Background: an optimization exercise with open tools, aiming at small area. Do not read the settings as production practice. Only simulation tests tie the RTL to the original design; equivalence was not proved. Power figures rest on the tool's default switching activity, not on a simulated workload.

==> exp/juniper: inputs <==
==> flow/design.v <==
module uart_frame_top (
  input  logic        clk,
  input  logic        rst,        
  input  logic        key0,       
  input  logic        key1,       
  input  logic        sw0,        
  output logic        uart_tx
);
  logic [3:0] k;       
  logic [6:0] f;       
  logic [3:0] bidx;    
  logic       capt;    
  wire k9 = k[3] & k[0];
  wire k0 = (k == 4'd0);
  wire k4 = (k == 4'd4);
  wire k_7 = (k == 4'd7);
  wire cap_end = k9 & (f == 7'd47 || f[6:2] == 5'b01100);
  wire t0      = (f == 7'd47) & ~k[0];
  wire [3:0] tk = {k9 | (&k[2:0]), ~k[3] & (&k[1:0]), k[0] & ~k[3], 1'b1};
  wire [6:0] tf;
  wire [3:0] ti;
  wire       ie = k9 & capt;
  assign tf[0] = k[0];
  assign ti[0] = ie;
  for (genvar i = 1; i < 7; i++) begin : g_tf
    assign tf[i] = tf[i-1] & f[i-1];
  end
  for (genvar i = 1; i < 4; i++) begin : g_ti
    assign ti[i] = ti[i-1] & bidx[i-1];
  end
  wire wf = k[0] & (&f);
  wire wi = ie & (&bidx);
  always_ff @(posedge clk) begin
    if (rst) begin
      k <= 4'd0; f <= 7'd124; bidx <= 4'd7; capt <= 1'b0;
    end else begin
      k    <= k ^ tk;
      f    <= (f ^ tf) | {2'b0, wf, wf, 1'b0, wf, 1'b0};
      bidx <= (bidx ^ ti) | {1'b0, {3{wi}}};
      if (k9) capt <= cap_end;
    end
  end
  logic [9:0] rt;
  logic       cyt;
  logic       bstep;       
  logic       init;        
  wire [4:0] bv = rt[5:1];
  wire [4:0] cv = {rt[0], rt[9:6]};
  logic [9:0] rs2;
  wire h9 = ~init & rs2[0];
  wire h4 = ~init & rs2[5];
  wire tick_ball   = k9 & h9 & (&bv);
  wire tick_ai     = k9 & h9 & (&cv);
  wire tick_paddle = tick_ball | (k9 & ~h9 & (bv == 5'd19));
  wire x_t = init | rt[0];
  wire k_le2 = ~k[3] & ~k[2] & ~(k[1] & k[0]);
  always_ff @(posedge clk) begin
    if (rst)     cyt <= 1'b1;
    else if (k9) cyt <= h9;
    else if (k4) cyt <= ~h4;
    else         cyt <= cyt & x_t;
  end
  always_ff @(posedge clk)
    rt <= {(bstep & ~k[3] & ~(k[2] & (k[1] | k[0]))) ? k_le2 : (x_t ^ cyt), rt[9:1]};
  logic [9:0] rl;
  wire lf0 = rl[8];                    
  wire lf1 = rl[7];                    
  wire k_a5 = k0 | (k == 4'd2) | (k == 4'd5) | k_7;
  wire k8 = k[3] & ~k[0];
  always_ff @(posedge clk)
    rl <= {init ? k_a5 :
           (k9 | (bstep & ~k[3])) ? rl[1] :
           (bstep & k8) ? (rl[1] ^ rl[3] ^ rl[4] ^ rl[5]) : rl[0],
           rl[9:1]};
  logic [9:0] rp1, rp2, rbx, rby, rs1;
  wire [7:0] p1v = rp1[8:1];
  wire [7:0] p2v = rp2[8:1];
  wire [8:0] bxv = rbx[9:1];
  wire [7:0] byv = rby[8:1];
  wire k_200 = k_7 | (k == 4'd3) | (k == 4'd6);
  logic prev_sw;       
  logic relp;          
  wire vxn = ~init & rs1[0];
  wire vyn = ~init & rby[0];
  logic vxn_n, vyn_n;
  logic hit1, hit2, gt2, lt2;    
  wire play_en = ~sw0;
  wire rel_now = play_en & prev_sw;
  wire rel_any = relp | rel_now;
  wire p1_up = ~key0 && p1v != 8'd206;
  wire p1_dn = ~p1_up && ~key1 && p1v != 8'd0;
  wire p2_up = gt2 && p2v != 8'd206;
  wire p2_dn = ~p2_up && lt2 && p2v != 8'd0;
  wire miss_l = ~relp & vxn & (bxv == 9'd0);
  wire miss_r = ~relp & ~vxn & (bxv == 9'd399);
  wire miss   = miss_l | miss_r;
  wire bounce = ~relp & (vyn ? (byv == 8'd0) : (byv == 8'd255));
  wire h1     = ~relp & vxn & (bxv == 9'd26) & hit1;
  wire h2     = ~relp & ~vxn & (bxv >= 9'd373) & hit2;
  wire tbe    = tick_ball & play_en & ~rel_now;
  wire pad_go = tick_paddle & play_en & (p1_up | p1_dn);
  wire ai_go  = tick_ai & play_en & lf0 & lf1 & (p2_up | p2_dn);
  always_ff @(posedge clk) begin
    if (rst) begin
      prev_sw <= 1'b1;
      relp    <= 1'b0;
    end else begin
      prev_sw <= sw0;
      relp    <= ~k9 & rel_any;
    end
  end
  always_comb begin
    vxn_n = vxn;
    vyn_n = vyn;
    if (rel_now) begin
      vxn_n = 1'b0;
      vyn_n = ~lf0;
    end else if (tbe & miss) begin
      vxn_n = miss_r;
      vyn_n = ~lf0;
    end else begin
      if (relp) begin
        vxn_n = 1'b0;
        vyn_n = ~lf0;
      end
      if (tbe & bounce) vyn_n = ~vyn;
      if (tbe & h1) vxn_n = 1'b0;
      if (tbe & h2) vxn_n = 1'b1;
    end
  end
  logic ballc, sclr;           
  logic cy_p1, cy_p2, cy_bx, cy_by, cy_s1, cy_s2;
  always_ff @(posedge clk) begin
    if (rst) begin
      init  <= 1'b1;
      bstep <= 1'b1;
    end else if (k9) begin
      init  <= 1'b0;
      bstep <= tick_ball;
    end
  end
  always_ff @(posedge clk) begin
    if (k9) begin
      ballc <= rel_any | (tbe & miss);
      sclr  <= rel_any;
    end
  end
  wire src_p = init;
  wire src_b = init | ballc;
  wire src_s = init | sclr;
  wire x_p1 = src_p ? k_7   : rp1[0];
  wire x_p2 = src_p ? k_7   : rp2[0];
  wire x_bx = src_b ? k_200 : rbx[0];
  wire x_by = src_b ? k_7   : rby[0];
  wire x_s1 = ~src_s & rs1[0];
  wire x_s2 = ~src_s & rs2[0];
  always_ff @(posedge clk) begin
    if (rst) begin
      cy_p1 <= 1'b0; cy_p2 <= 1'b0; cy_bx <= 1'b0;
      cy_by <= 1'b0; cy_s1 <= 1'b0; cy_s2 <= 1'b0;
    end else if (k9) begin
      cy_p1 <= pad_go;
      cy_p2 <= ai_go;
      cy_bx <= tbe & ~miss;
      cy_by <= tbe & ~miss & ~bounce;
      cy_s1 <= tbe & miss_r;
      cy_s2 <= tbe & miss_l;
    end else begin
      cy_p1 <= cy_p1 & (x_p1 ^ rp1[9]);
      cy_p2 <= cy_p2 & (x_p2 ^ rp2[9]);
      cy_bx <= cy_bx & (x_bx ^ rbx[9]);
      cy_by <= cy_by & (x_by ^ rby[9]);
      cy_s1 <= cy_s1 & x_s1;
      cy_s2 <= cy_s2 & x_s2;
    end
  end
  wire o_p1 = x_p1 ^ cy_p1;
  wire o_p2 = x_p2 ^ cy_p2;
  wire o_by = x_by ^ cy_by;
  always_ff @(posedge clk) begin
    rp1 <= {k9 ? ~p1_up : o_p1, rp1[9:1]};
    rp2 <= {k9 ? ~p2_up : o_p2, rp2[9:1]};
    rbx <= {k9 ? (~relp & vxn) : (x_bx ^ cy_bx), rbx[9:1]};
    rby <= {k9 ? vyn_n : o_by, rby[9:1]};
    rs1 <= {k9 ? vxn_n : (x_s1 ^ cy_s1), rs1[9:1]};
    rs2 <= {k9 ? ~h9 : (x_s2 ^ cy_s2), rs2[9:1]};
  end
  logic bw1, lt50a, bw2, lt50b, lt25, gt25;
  wire dd1  = o_by ^ o_p1 ^ bw1;
  wire dd2  = o_by ^ o_p2 ^ bw2;
  wire k_50 = (k == 4'd1) | (k == 4'd4) | (k == 4'd5);
  wire k_25 = k0 | (k == 4'd3) | k4;
  always_ff @(posedge clk) begin
    if (k9) begin
      bw1 <= 1'b0; lt50a <= 1'b0; bw2 <= 1'b0; lt50b <= 1'b0; lt25 <= 1'b0; gt25 <= 1'b0;
    end else if (~k[3]) begin
      bw1   <= (~o_by & o_p1) | (~(o_by ^ o_p1) & bw1);
      bw2   <= (~o_by & o_p2) | (~(o_by ^ o_p2) & bw2);
      lt50a <= k_50 ? (~dd1 | lt50a) : (~dd1 & lt50a);
      lt50b <= k_50 ? (~dd2 | lt50b) : (~dd2 & lt50b);
      lt25  <= k_25 ? (~dd2 | lt25) : (~dd2 & lt25);
      gt25  <= k_25 ? (dd2 & gt25) : (dd2 | gt25);
    end
  end
  assign hit1 = ~bw1 & lt50a;
  assign hit2 = ~bw2 & lt50b;
  assign gt2  = relp ? (p2v < 8'd103) : (~bw2 & gt25);
  assign lt2  = relp ? (p2v > 8'd103) : (bw2 | lt25);
  logic ovr;
  always_ff @(posedge clk)
    if (t0) ovr <= relp;
  logic stream;
  always_comb begin
    case (bidx)
      4'd7:    stream = k[0];                           
      4'd8:    stream = rp1[0];
      4'd9:    stream = rp2[0];
      4'd10:   stream = ~ovr & k0 & rbx[8];             
      4'd11:   stream = ovr ? k_200 : rbx[0];
      4'd12:   stream = 1'b0;                           
      4'd13:   stream = ovr ? k_7 : rby[0];
      4'd14:   stream = ~ovr & rs1[0];
      default: stream = ~ovr & rs2[0];
    endcase
  end
  logic [7:0] hold;
  wire hold_sh = (capt & ~k[3]) | (f[6] & (&f[2:0]) & k[0]);
  always_ff @(posedge clk) begin
    if (rst)          hold[0] <= 1'b1;
    else if (hold_sh) hold[0] <= hold[1];
  end
  always_ff @(posedge clk)
    if (hold_sh) hold[7:1] <= {stream, hold[7:2]};
  assign uart_tx = f[6] ? hold[0] : ~(&f[5:3]);
endmodule
==> flow/flow/run.sh <==
#!/bin/bash
# The standard layout (standard.sh: ORFS synthesis to final layout), with
# three settings passed to ORFS through its environment:
# - clock tree synthesis adds no dummy load cells,
# - the input and output ports are buffered with buf_1,
# - after global routing, gates off the critical paths are downsized.
# Each ORFS step writes its own log under orfs/logs; make's output goes to
# standard.log.
set -euo pipefail
export CTS_ARGS="-sink_clustering_enable -repair_clock_nets -dont_use_dummy_load -buf_list sky130_fd_sc_hd__clkbuf_4"
export BUFFER_PORTS_ARGS="-buffer_cell sky130_fd_sc_hd__buf_1"
export RECOVER_POWER=100
bash standard.sh > standard.log 2>&1
==> flow/standard.sh <==
#!/bin/bash
# synth_recipe.tcl (not shown) runs the flow's synth.tcl, then flattens the netlist and writes it again
# the make line also repeats each setting of config.mk as NAME=value (left out here)
make -C /OpenROAD-flow-scripts/flow DESIGN_CONFIG=/design/flow/config.mk WORK_HOME=/design/flow/orfs CLKGATE_MAP_FILE= SYNTH_SCRIPT=/design/flow/synth_recipe.tcl "${@:-finish}"
==> flow/config.mk <==
export PLATFORM = sky130hd
export DESIGN_NAME = uart_frame_top
export DESIGN_NICKNAME = uart_frame_top
export VERILOG_FILES = /design/flow/design.v
export SDC_FILE = /design/flow/constraint.sdc
export NUM_CORES = 4
export LEC_CHECK = 0
export CAP_MARGIN = 20
export CORE_MARGIN = 2
export CORE_UTILIZATION = 85
export CTS_BUF_LIST = sky130_fd_sc_hd__clkbuf_4
export SLEW_MARGIN = 20
==> flow/constraint.sdc <==
create_clock -name core_clock -period 10.0 [get_ports {clk}]
set_input_delay 2.0000 -clock core_clock [delete_from_list [all_inputs] [get_ports {clk}]]
set_output_delay 2.0000 -clock core_clock [all_outputs]
set_load 0.01 [all_outputs]
==> exp/lagoon: changes against exp/juniper <==
==> flow/design.v, changed modules only <==
module uart_frame_top (
  input  logic        clk,
  input  logic        rst,        
  input  logic        key0,       
  input  logic        key1,       
  input  logic        sw0,        
  output logic        uart_tx
);
  logic [3:0] k;       
  logic       h;       
  logic [4:0] b;       
  logic [4:0] c;       
  logic [6:0] f;       
  logic [3:0] bidx;    
  wire k9          = k[3] & k[0];
  wire w20         = k9 & h;
  wire tick_ball   = w20 & (&b);
  wire tick_ai     = w20 & (&c);
  wire tick_paddle = tick_ball | (k9 & ~h & (b == 5'd19));
  wire cap_end = k9 & (f == 7'd47 || f[6:2] == 5'b01100);
  wire t0      = (f == 7'd47) & ~k[0];
  logic capt;          
  always_ff @(posedge clk) begin
    if (rst) begin
      k <= 4'd0; h <= 1'b0; b <= 5'd7; c <= 5'd0; f <= 7'd124; bidx <= 4'd7;
      capt <= 1'b0;
    end else begin
      k <= k9 ? 4'd0 : k + 4'd1;
      if (k9) h <= ~h;
      if (w20) begin
        b <= (&b) ? 5'd7 : b + 5'd1;
        c <= c + 5'd1;
      end
      if (k[0]) f <= (&f) ? 7'd26 : f + 7'd1;
      if (k9) capt <= cap_end;
      if (k9 & capt) bidx <= (&bidx) ? 4'd7 : bidx + 4'd1;
    end
  end
  logic [7:0] lfsr;
  logic       lfsr_fb;
  always_ff @(posedge clk) begin
    if (rst) begin
      lfsr    <= 8'hA5;
      lfsr_fb <= 1'b0;
    end else if (tick_ball) begin
      lfsr_fb <= lfsr[7] ^ lfsr[5] ^ lfsr[4] ^ lfsr[3];
      lfsr    <= {lfsr[6:0], lfsr_fb};
    end
  end
  logic [9:0] rp1, rp2, rbx, rby, rs1, rs2;
  wire [7:0] p1v = rp1[8:1];
  wire [7:0] p2v = rp2[8:1];
  wire [8:0] bxv = rbx[9:1];
  wire [7:0] byv = rby[8:1];
  wire k_7   = (k == 4'd7);
  wire k_200 = k_7 | (k == 4'd3) | (k == 4'd6);
  logic prev_sw;       
  logic relp;          
  logic vxn, vyn;      
  logic hit1, hit2, gt2, lt2;    
  wire play_en = ~sw0;
  wire rel_now = play_en & prev_sw;
  wire p1_up = ~key0 && p1v != 8'd206;
  wire p1_dn = ~p1_up && ~key1 && p1v != 8'd0;
  wire p2_up = gt2 && p2v != 8'd206;
  wire p2_dn = ~p2_up && lt2 && p2v != 8'd0;
  wire miss_l = ~relp & vxn & (bxv == 9'd0);
  wire miss_r = ~relp & ~vxn & (bxv == 9'd399);
  wire miss   = miss_l | miss_r;
  wire bounce = ~relp & (vyn ? (byv == 8'd0) : (byv == 8'd255));
  wire h1     = ~relp & vxn & (bxv == 9'd26) & hit1;
  wire h2     = ~relp & ~vxn & (bxv >= 9'd373) & hit2;
  wire tbe    = tick_ball & play_en & ~rel_now;
  wire pad_go = tick_paddle & play_en & (p1_up | p1_dn);
  wire ai_go  = tick_ai & play_en & lfsr[0] & lfsr[1] & (p2_up | p2_dn);
  always_ff @(posedge clk) begin
    if (rst) begin
      prev_sw <= 1'b1;
      relp    <= 1'b0;
      vxn     <= 1'b0;
      vyn     <= 1'b0;
    end else begin
      prev_sw <= sw0;
      relp    <= ~k9 & (relp | rel_now);
      if (rel_now) begin
        vxn <= 1'b0;
        vyn <= ~lfsr[0];
      end else if (tbe) begin
        if (miss) begin
          vxn <= miss_r;
          vyn <= ~lfsr[0];
        end else begin
          if (bounce) vyn <= ~vyn;
          if (h1) vxn <= 1'b0;
          if (h2) vxn <= 1'b1;
        end
      end
    end
  end
  logic init;                  
  logic ballc, sclr;           
  logic bxdir, bydir, p1dir, p2dir;
  logic cy_p1, cy_p2, cy_bx, cy_by, cy_s1, cy_s2;
  always_ff @(posedge clk) begin
    if (rst) init <= 1'b1;
    else if (k9) init <= 1'b0;
  end
  always_ff @(posedge clk) begin
    if (k9) begin
      ballc <= rel_now | relp | (tbe & miss);
      sclr  <= rel_now | relp;
      bxdir <= vxn;
      bydir <= vyn;
      p1dir <= ~p1_up;
      p2dir <= ~p2_up;
    end
  end
  wire src_p = init;
  wire src_b = init | ballc;
  wire src_s = init | sclr;
  wire x_p1 = src_p ? k_7   : rp1[0];
  wire x_p2 = src_p ? k_7   : rp2[0];
  wire x_bx = src_b ? k_200 : rbx[0];
  wire x_by = src_b ? k_7   : rby[0];
  wire x_s1 = ~src_s & rs1[0];
  wire x_s2 = ~src_s & rs2[0];
  logic bw1, lt50a, bw2, lt50b, lt25, gt25;
  wire o_p1 = x_p1 ^ cy_p1;
  wire o_p2 = x_p2 ^ cy_p2;
  wire o_by = x_by ^ cy_by;
  wire dd1  = o_by ^ o_p1 ^ bw1;
  wire dd2  = o_by ^ o_p2 ^ bw2;
  wire k_50 = (k == 4'd1) | (k == 4'd4) | (k == 4'd5);
  wire k_25 = (k == 4'd0) | (k == 4'd3) | (k == 4'd4);
  always_ff @(posedge clk) begin
    if (k9) begin
      bw1 <= 1'b0; lt50a <= 1'b0; bw2 <= 1'b0; lt50b <= 1'b0; lt25 <= 1'b0; gt25 <= 1'b0;
    end else if (~k[3]) begin
      bw1   <= (~o_by & o_p1) | (~(o_by ^ o_p1) & bw1);
      bw2   <= (~o_by & o_p2) | (~(o_by ^ o_p2) & bw2);
      lt50a <= k_50 ? (~dd1 | lt50a) : (~dd1 & lt50a);
      lt50b <= k_50 ? (~dd2 | lt50b) : (~dd2 & lt50b);
      lt25  <= k_25 ? (~dd2 | lt25) : (~dd2 & lt25);
      gt25  <= k_25 ? (dd2 & gt25) : (dd2 | gt25);
    end
  end
  assign hit1 = ~bw1 & lt50a;
  assign hit2 = ~bw2 & lt50b;
  assign gt2  = relp ? (p2v < 8'd103) : (~bw2 & gt25);
  assign lt2  = relp ? (p2v > 8'd103) : (bw2 | lt25);
  always_ff @(posedge clk) begin
    if (rst) begin
      cy_p1 <= 1'b0; cy_p2 <= 1'b0; cy_bx <= 1'b0;
      cy_by <= 1'b0; cy_s1 <= 1'b0; cy_s2 <= 1'b0;
    end else if (k9) begin
      cy_p1 <= pad_go;
      cy_p2 <= ai_go;
      cy_bx <= tbe & ~miss;
      cy_by <= tbe & ~miss & ~bounce;
      cy_s1 <= tbe & miss_r;
      cy_s2 <= tbe & miss_l;
    end else begin
      cy_p1 <= cy_p1 & (x_p1 ^ p1dir);
      cy_p2 <= cy_p2 & (x_p2 ^ p2dir);
      cy_bx <= cy_bx & (x_bx ^ bxdir);
      cy_by <= cy_by & (x_by ^ bydir);
      cy_s1 <= cy_s1 & x_s1;
      cy_s2 <= cy_s2 & x_s2;
    end
  end
  always_ff @(posedge clk) begin
    rp1 <= {x_p1 ^ cy_p1, rp1[9:1]};
    rp2 <= {x_p2 ^ cy_p2, rp2[9:1]};
    rbx <= {x_bx ^ cy_bx, rbx[9:1]};
    rby <= {x_by ^ cy_by, rby[9:1]};
    rs1 <= {x_s1 ^ cy_s1, rs1[9:1]};
    rs2 <= {x_s2 ^ cy_s2, rs2[9:1]};
  end
  logic ovr;
  always_ff @(posedge clk)
    if (t0) ovr <= relp;
  logic stream;
  always_comb begin
    case (bidx)
      4'd7:    stream = k[0];                           
      4'd8:    stream = rp1[0];
      4'd9:    stream = rp2[0];
      4'd10:   stream = ~ovr & (k == 4'd0) & rbx[8];    
      4'd11:   stream = ovr ? k_200 : rbx[0];
      4'd12:   stream = 1'b0;                           
      4'd13:   stream = ovr ? k_7 : rby[0];
      4'd14:   stream = ~ovr & rs1[0];
      default: stream = ~ovr & rs2[0];
    endcase
  end
  logic [7:0] hold;
  wire hold_sh = (capt & ~k[3]) | (f[6] & (&f[2:0]) & k[0]);
  always_ff @(posedge clk) begin
    if (rst)          hold[0] <= 1'b1;
    else if (hold_sh) hold[0] <= hold[1];
  end
  always_ff @(posedge clk)
    if (hold_sh) hold[7:1] <= {stream, hold[7:2]};
  assign uart_tx = f[6] ? hold[0] : ~(&f[5:3]);
endmodule
==> flow/run.sh (new file) <==
#!/bin/bash
# synth_recipe.tcl (not shown) runs the flow's synth.tcl, then flattens the netlist and writes it again
# the make line also repeats each setting of config.mk as NAME=value (left out here)
make -C /OpenROAD-flow-scripts/flow DESIGN_CONFIG=/design/flow/config.mk WORK_HOME=/design/flow/orfs CLKGATE_MAP_FILE= SYNTH_SCRIPT=/design/flow/synth_recipe.tcl finish
--- a/flow/config.mk
+++ b/flow/config.mk
@@ -8,5 +8,4 @@
 export CAP_MARGIN = 20
 export CORE_MARGIN = 2
-export CORE_UTILIZATION = 85
-export CTS_BUF_LIST = sky130_fd_sc_hd__clkbuf_4
+export CORE_UTILIZATION = 40
 export SLEW_MARGIN = 20
removed: flow/flow/run.sh
removed: flow/standard.sh
==> run notes <==
|  | exp/juniper | exp/lagoon |
|---|---|---|
| Source of the worst hold timing path | rs1[5] | rs2[4] |
| Die span in x | 75.4 um | 113 um |
| Post-synthesis share of cell area spent on full adders, half adders and majority gates | 0.0486 | 0.0506 |
| Flop+latch power | 547 uW | 553 uW |
| Pin slew with the least headroom to its limit | 1230 ps | 728 ps |
| Die footprint | 0.00568 mm2 | 0.0128 mm2 |
| Clock Sinks | 124 | 128 |
| Sequential cell count of the final layout | 124 | 128 |
| Fraction of final layout cells sized beyond drive strength 1 | 0.0754 | 0.0883 |
| Gate power share | 0.082 | 0.040 |
| Worst hold endpoint | rs1[4] | rs2[3] |
| Post-synthesis cell area | 0.00433 mm2 | 0.00475 mm2 |
| Result of the run | finished clean | finished clean |
| DRT iter0 DRCs | 569 | 157 |
| Reported clock group power | 224 uW | 634 uW |
| Mean cell area of the mapped netlist | 10.9 um2 | 10.2 um2 |
| Internal portion of total power | 631 uW | 971 uW |

## afterwards: timing with drivers on the ports
In the flow no input, the clock included, has a driving cell. The finished layouts below were timed again as built, in two steps. Step 1, drivers: a clkbuf_16 drives clk and a buf_2 each remaining input, both assumed. Step 2, shift: input delay + t, output delay - t, t = (earliest + latest rising clock arrival at the registers) / 2. This alone moves slack from input paths to output paths. Three values: ideal ports, drivers, drivers and shift; two values: the first two.
| run | t (ns) | setup slack, ns | worst register clock-pin slew, ns | cell pins on the clock port's net |
|---|---|---|---|---|
| exp/juniper | 0.518 | 6.592 / 6.601 / 6.082 | 0.10 / 0.10 | 1 |
| exp/lagoon | 0.451 | 6.207 / 6.168 / 6.340 | 0.06 / 0.06 | 1 |
After both steps every run listed still meets setup and hold. The setup slack of exp/juniper, which loses most, moves by +0.009 ns with the drivers and by -0.510 ns with both steps.
